This is an optimization exercise on Yosys and OpenROAD, whose aim is a short achievable clock period, not a production implementation.

TR:
==> flow/design.v <==
module alu (
    input  wire [7:0] g,
    input  wire [7:0] p,
    output wire [7:0] result
);
    wire [7:0] g1, p1, g2, p2, g3;
    assign g1 = g | (p & {g[6:0], 1'b0});
    assign p1 = p & {p[6:0], 1'b1};
    assign g2 = g1 | (p1 & {g1[5:0], 2'b0});
    assign p2 = p1 & {p1[5:0], 2'b11};
    assign g3 = g2 | (p2 & {g2[3:0], 4'b0});
    assign result = p ^ {g3[6:0], 1'b0};
endmodule
module register (
    input  wire       clk,
    input  wire [7:0] dsel,       
    input  wire [2:0] dlow,       
    input  wire       dvalid,     
    input  wire [7:0] wdata,      
    input  wire       new_d,      
    input  wire [3:0] rd,         
    output reg  [7:0] op1,
    output wire [7:0] op1_nx
);
    reg [7:0] r [0:7];
    integer i;
    always @(posedge clk)
        for (i = 0; i < 8; i = i + 1)
            if (dsel[i]) r[i] <= wdata;
    wire       byp  = dvalid && (dlow == rd[2:0]);
    wire [7:0] rnew = rd[3] ? 8'h00 : (byp ? wdata : r[rd[2:0]]);
    wire [7:0] rold = dvalid ? wdata : 8'h00;
    assign op1_nx = new_d ? rnew : rold;
    always @(posedge clk)
        op1 <= op1_nx;
endmodule
module memory #(
    parameter LB = 4,
    parameter NP = 1 << (8 - LB),
    parameter NL = 1 << LB
) (
    input  wire          clk,
    input  wire [NP-1:0] wsel,       
    input  wire [NL-1:0] lo_oh,      
    input  wire [7:0]    wdata,      
    input  wire [LB-1:0] lo_new,     
    input  wire [NP-1:0] s_new,      
    input  wire          s_old,      
    input  wire          s_wb,       
    input  wire          we,         
    output reg  [7:0]    data_out,   
    output reg  [7:0]    hold        
);
    reg [7:0] mem [0:255];
    reg [7:0] pn [0:NP-1];
    reg [7:0] ma_old;
    reg [7:0] wb;
    integer i, j;
    always @(posedge clk)
        for (i = 0; i < 256; i = i + 1)
            if (wsel[i / NL] && lo_oh[i % NL]) mem[i] <= wdata;
    always @(posedge clk)
        for (j = 0; j < NP; j = j + 1)
            pn[j] <= mem[(j << LB) | lo_new];
    reg [7:0] m_at_a;
    always @(*) begin
        m_at_a = (ma_old & {8{s_old}}) | (wb & {8{s_wb}});
        for (j = 0; j < NP; j = j + 1)
            m_at_a = m_at_a | (pn[j] & {8{s_new[j]}});
    end
    always @(*) begin
        data_out = (ma_old & {8{s_old & !we}}) | (wb & {8{s_wb & !we}}) | (hold & {8{we}});
        for (j = 0; j < NP; j = j + 1)
            data_out = data_out | (pn[j] & {8{s_new[j] & !we}});
    end
    always @(posedge clk) begin
        ma_old <= m_at_a;
        wb <= wdata;
        hold <= data_out;
    end
endmodule
module cpu (
    input wire clk,               
    input wire reset,             
    input wire [15:0] instr,      
    output reg [7:0] result       
);
    localparam LB = 3;
    localparam NP = 1 << (8 - LB);
    localparam NL = 1 << LB;
    wire [2:0] op  = instr[14:12];
    wire [3:0] rd  = instr[11:8];
    wire [7:0] imm = instr[7:0];
    wire is_li  = (op == 3'b000);
    wire is_st  = (op == 3'b001);
    wire is_ld  = (op == 3'b010);
    wire is_add = (op == 3'b011);
    wire we_nx  = is_li | is_st | is_add;
    reg          write_enable;    
    reg [7:0]    addr;            
    reg [NP-1:0] wsel;            
    reg [NP-1:0] a_hi_oh;         
    reg [NL-1:0] a_lo_oh;         
    reg [NP-1:0] s_new;           
    reg          s_old, s_wb;
    reg [7:0]    dsel;            
    reg [3:0]    dest_reg;        
    reg [3:0]    dest_q;          
    reg [7:0]    reg_write_data;  
    reg [7:0]    operand2;        
    reg [7:0]    add_g, add_p;    
    wire [7:0]   op1_nx;          
    wire [7:0]   operand1;        
    wire [7:0]   data_out;        
    wire [7:0]   alu_result;      
    wire [7:0]   hold;            
    wire new_a = !reset && (is_st || is_ld);
    wire new_d = !reset && !op[2];
    wire          a_hit  = write_enable && (addr == imm);
    wire          sel_wb = new_a ? a_hit : write_enable;
    wire [NP-1:0] hi_new = {{(NP-1){1'b0}}, 1'b1} << imm[7:LB];
    memory #(.LB(LB)) mem_inst (
        .clk(clk), .wsel(wsel), .lo_oh(a_lo_oh),
        .wdata(reg_write_data), .lo_new(imm[LB-1:0]),
        .s_new(s_new), .s_old(s_old), .s_wb(s_wb),
        .we(write_enable),
        .data_out(data_out), .hold(hold)
    );
    register reg_file (
        .clk(clk), .dsel(dsel), .dlow(dest_q[2:0]), .dvalid(!dest_q[3]), .wdata(reg_write_data),
        .new_d(new_d), .rd(rd), .op1(operand1), .op1_nx(op1_nx)
    );
    alu alu_inst (.g(add_g), .p(add_p), .result(alu_result));
    wire [7:0] b_nx = (!reset && is_add) ? imm : operand2;
    always @(posedge clk or posedge reset) begin
        if (reset) begin
            result <= 8'b0;
            write_enable <= 1'b0;
            wsel <= {NP{1'b0}};
        end else begin
            write_enable <= we_nx;
            wsel <= we_nx ? (new_a ? hi_new : a_hi_oh) : {NP{1'b0}};
            if (is_ld)  result <= data_out;
            if (is_add) result <= alu_result;
        end
    end
    always @(posedge clk) begin
        s_new <= (new_a && !sel_wb) ? hi_new : {NP{1'b0}};
        s_old <= !new_a && !sel_wb;
        s_wb  <= sel_wb;
        add_g <= op1_nx & b_nx;
        add_p <= op1_nx ^ b_nx;
        dest_q <= new_d ? rd : dest_reg;
    end
    always @(posedge clk) begin
        if (!reset) begin
            case (op)
                3'b000: reg_write_data <= imm;
                3'b001: reg_write_data <= operand1;
                3'b010: reg_write_data <= data_out;
                3'b011: begin
                    reg_write_data <= alu_result;
                    operand2 <= imm;
                end
                default: ;
            endcase
            if (new_d) begin
                dsel <= rd[3] ? 8'b0 : (8'b1 << rd[2:0]);
                dest_reg <= rd;
            end
            if (new_a) begin
                addr <= imm;
                a_hi_oh <= hi_new;
                a_lo_oh <= {{(NL-1){1'b0}}, 1'b1} << imm[LB-1:0];
            end
        end
    end
endmodule
Settings: LEC_CHECK=0, CAP_MARGIN=20, CORE_MARGIN=2, CORE_UTILIZATION=65, SETUP_SLACK_MARGIN=2.4, SLEW_MARGIN=20; clock period 4.0 ns.
run.sh (not shown) runs the stock make flow with config.mk's settings and CLKGATE_MAP_FILE= SYNTH_SCRIPT=/design/flow/synth_recipe.tcl, a recipe that flattens the netlist after the stock synthesis.
Input-level comparison between AL and TR:
--- a/flow/design.v
+++ b/flow/design.v
@@ -68,11 +68,8 @@
         for (j = 0; j < NP; j = j + 1)
             m_at_a = m_at_a | (pn[j] & {8{s_new[j]}});
     end
-    always @(*) begin
-        data_out = (ma_old & {8{s_old & !we}}) | (wb & {8{s_wb & !we}}) | (hold & {8{we}});
-        for (j = 0; j < NP; j = j + 1)
-            data_out = data_out | (pn[j] & {8{s_new[j] & !we}});
-    end
+    always @(*)
+        data_out = we ? hold : m_at_a;
     always @(posedge clk) begin
         ma_old <= m_at_a;
         wb <= wdata;
@@ -106,7 +103,9 @@
     reg [7:0]    dsel;            
     reg [3:0]    dest_reg;        
     reg [3:0]    dest_q;          
-    reg [7:0]    reg_write_data;  
+    reg [7:0]    w_reg;           
+    reg          w_h;             
+    wire [7:0]   reg_write_data;  
     reg [7:0]    operand2;        
     reg [7:0]    add_g, add_p;    
     wire [7:0]   op1_nx;          
@@ -131,6 +130,7 @@
         .new_d(new_d), .rd(rd), .op1(operand1), .op1_nx(op1_nx)
     );
     alu alu_inst (.g(add_g), .p(add_p), .result(alu_result));
+    assign reg_write_data = w_h ? hold : w_reg;
     wire [7:0] b_nx = (!reset && is_add) ? imm : operand2;
     always @(posedge clk or posedge reset) begin
         if (reset) begin
@@ -151,18 +151,20 @@
         add_g <= op1_nx & b_nx;
         add_p <= op1_nx ^ b_nx;
         dest_q <= new_d ? rd : dest_reg;
+        w_h <= !reset && is_ld;
     end
     always @(posedge clk) begin
-        if (!reset) begin
+        if (reset)
+            w_reg <= reg_write_data;
+        else begin
             case (op)
-                3'b000: reg_write_data <= imm;
-                3'b001: reg_write_data <= operand1;
-                3'b010: reg_write_data <= data_out;
+                3'b000: w_reg <= imm;
+                3'b001: w_reg <= operand1;
                 3'b011: begin
-                    reg_write_data <= alu_result;
+                    w_reg <= alu_result;
                     operand2 <= imm;
                 end
-                default: ;
+                default: w_reg <= reg_write_data;
             endcase
             if (new_d) begin
                 dsel <= rd[3] ? 8'b0 : (8'b1 << rd[2:0]);
==> run notes <==
Cell area | AL vs TR | AL larger
AL against TR: HPWL after detailed placement rose by about 4.5%, clock period minus final worst setup slack dropped 0.026 ns, post-detailed-placement cell area rose by 0.61%.
AL vs TR — number of non-clock buffers rose 673.
AL has detailed-route via count above what TR had.
Worst min-delay path class = primary input to flip-flop: TR; worst min-delay path class = primary input to asynchronous set/reset pin: AL
Of AL and TR, it is AL that has the higher total met2 wirelength after detailed routing.
Going from TR to AL, final wirelength higher, cell area after synthesis closely matched the old numbers, routability congestion estimate rose 2.4%, setup slack rose by 0.026 ns.
No run of this note included a check of the RTL's function; only the layout flow was run.

## separate check: timing with driven ports
Ports are ideal in the flow. The routed layouts listed here were re-timed in OpenROAD.
Step 1 assumes that a clkbuf_16 drives the clock port and a buf_2 every other input.
Step 2, shift: input delay + t, output delay - t, t = (earliest + latest rising clock arrival at the registers) / 2. This alone moves slack from input paths to output paths.
Three values: ideal, step 1, step 2; two values: the first two.
run | t (ns) | setup WS [ns] | worst data-port slew with drivers (ns)
TR | 0.917 | 1.585 / 1.585 / 1.332 | 0.06
AL | 0.983 | 1.611 / 1.611 / 0.930 | 0.04
After both steps every run listed still meets setup and hold. For AL, which loses most, drivers alone change the setup slack by 0.000 ns; drivers and shift together by -0.681 ns.
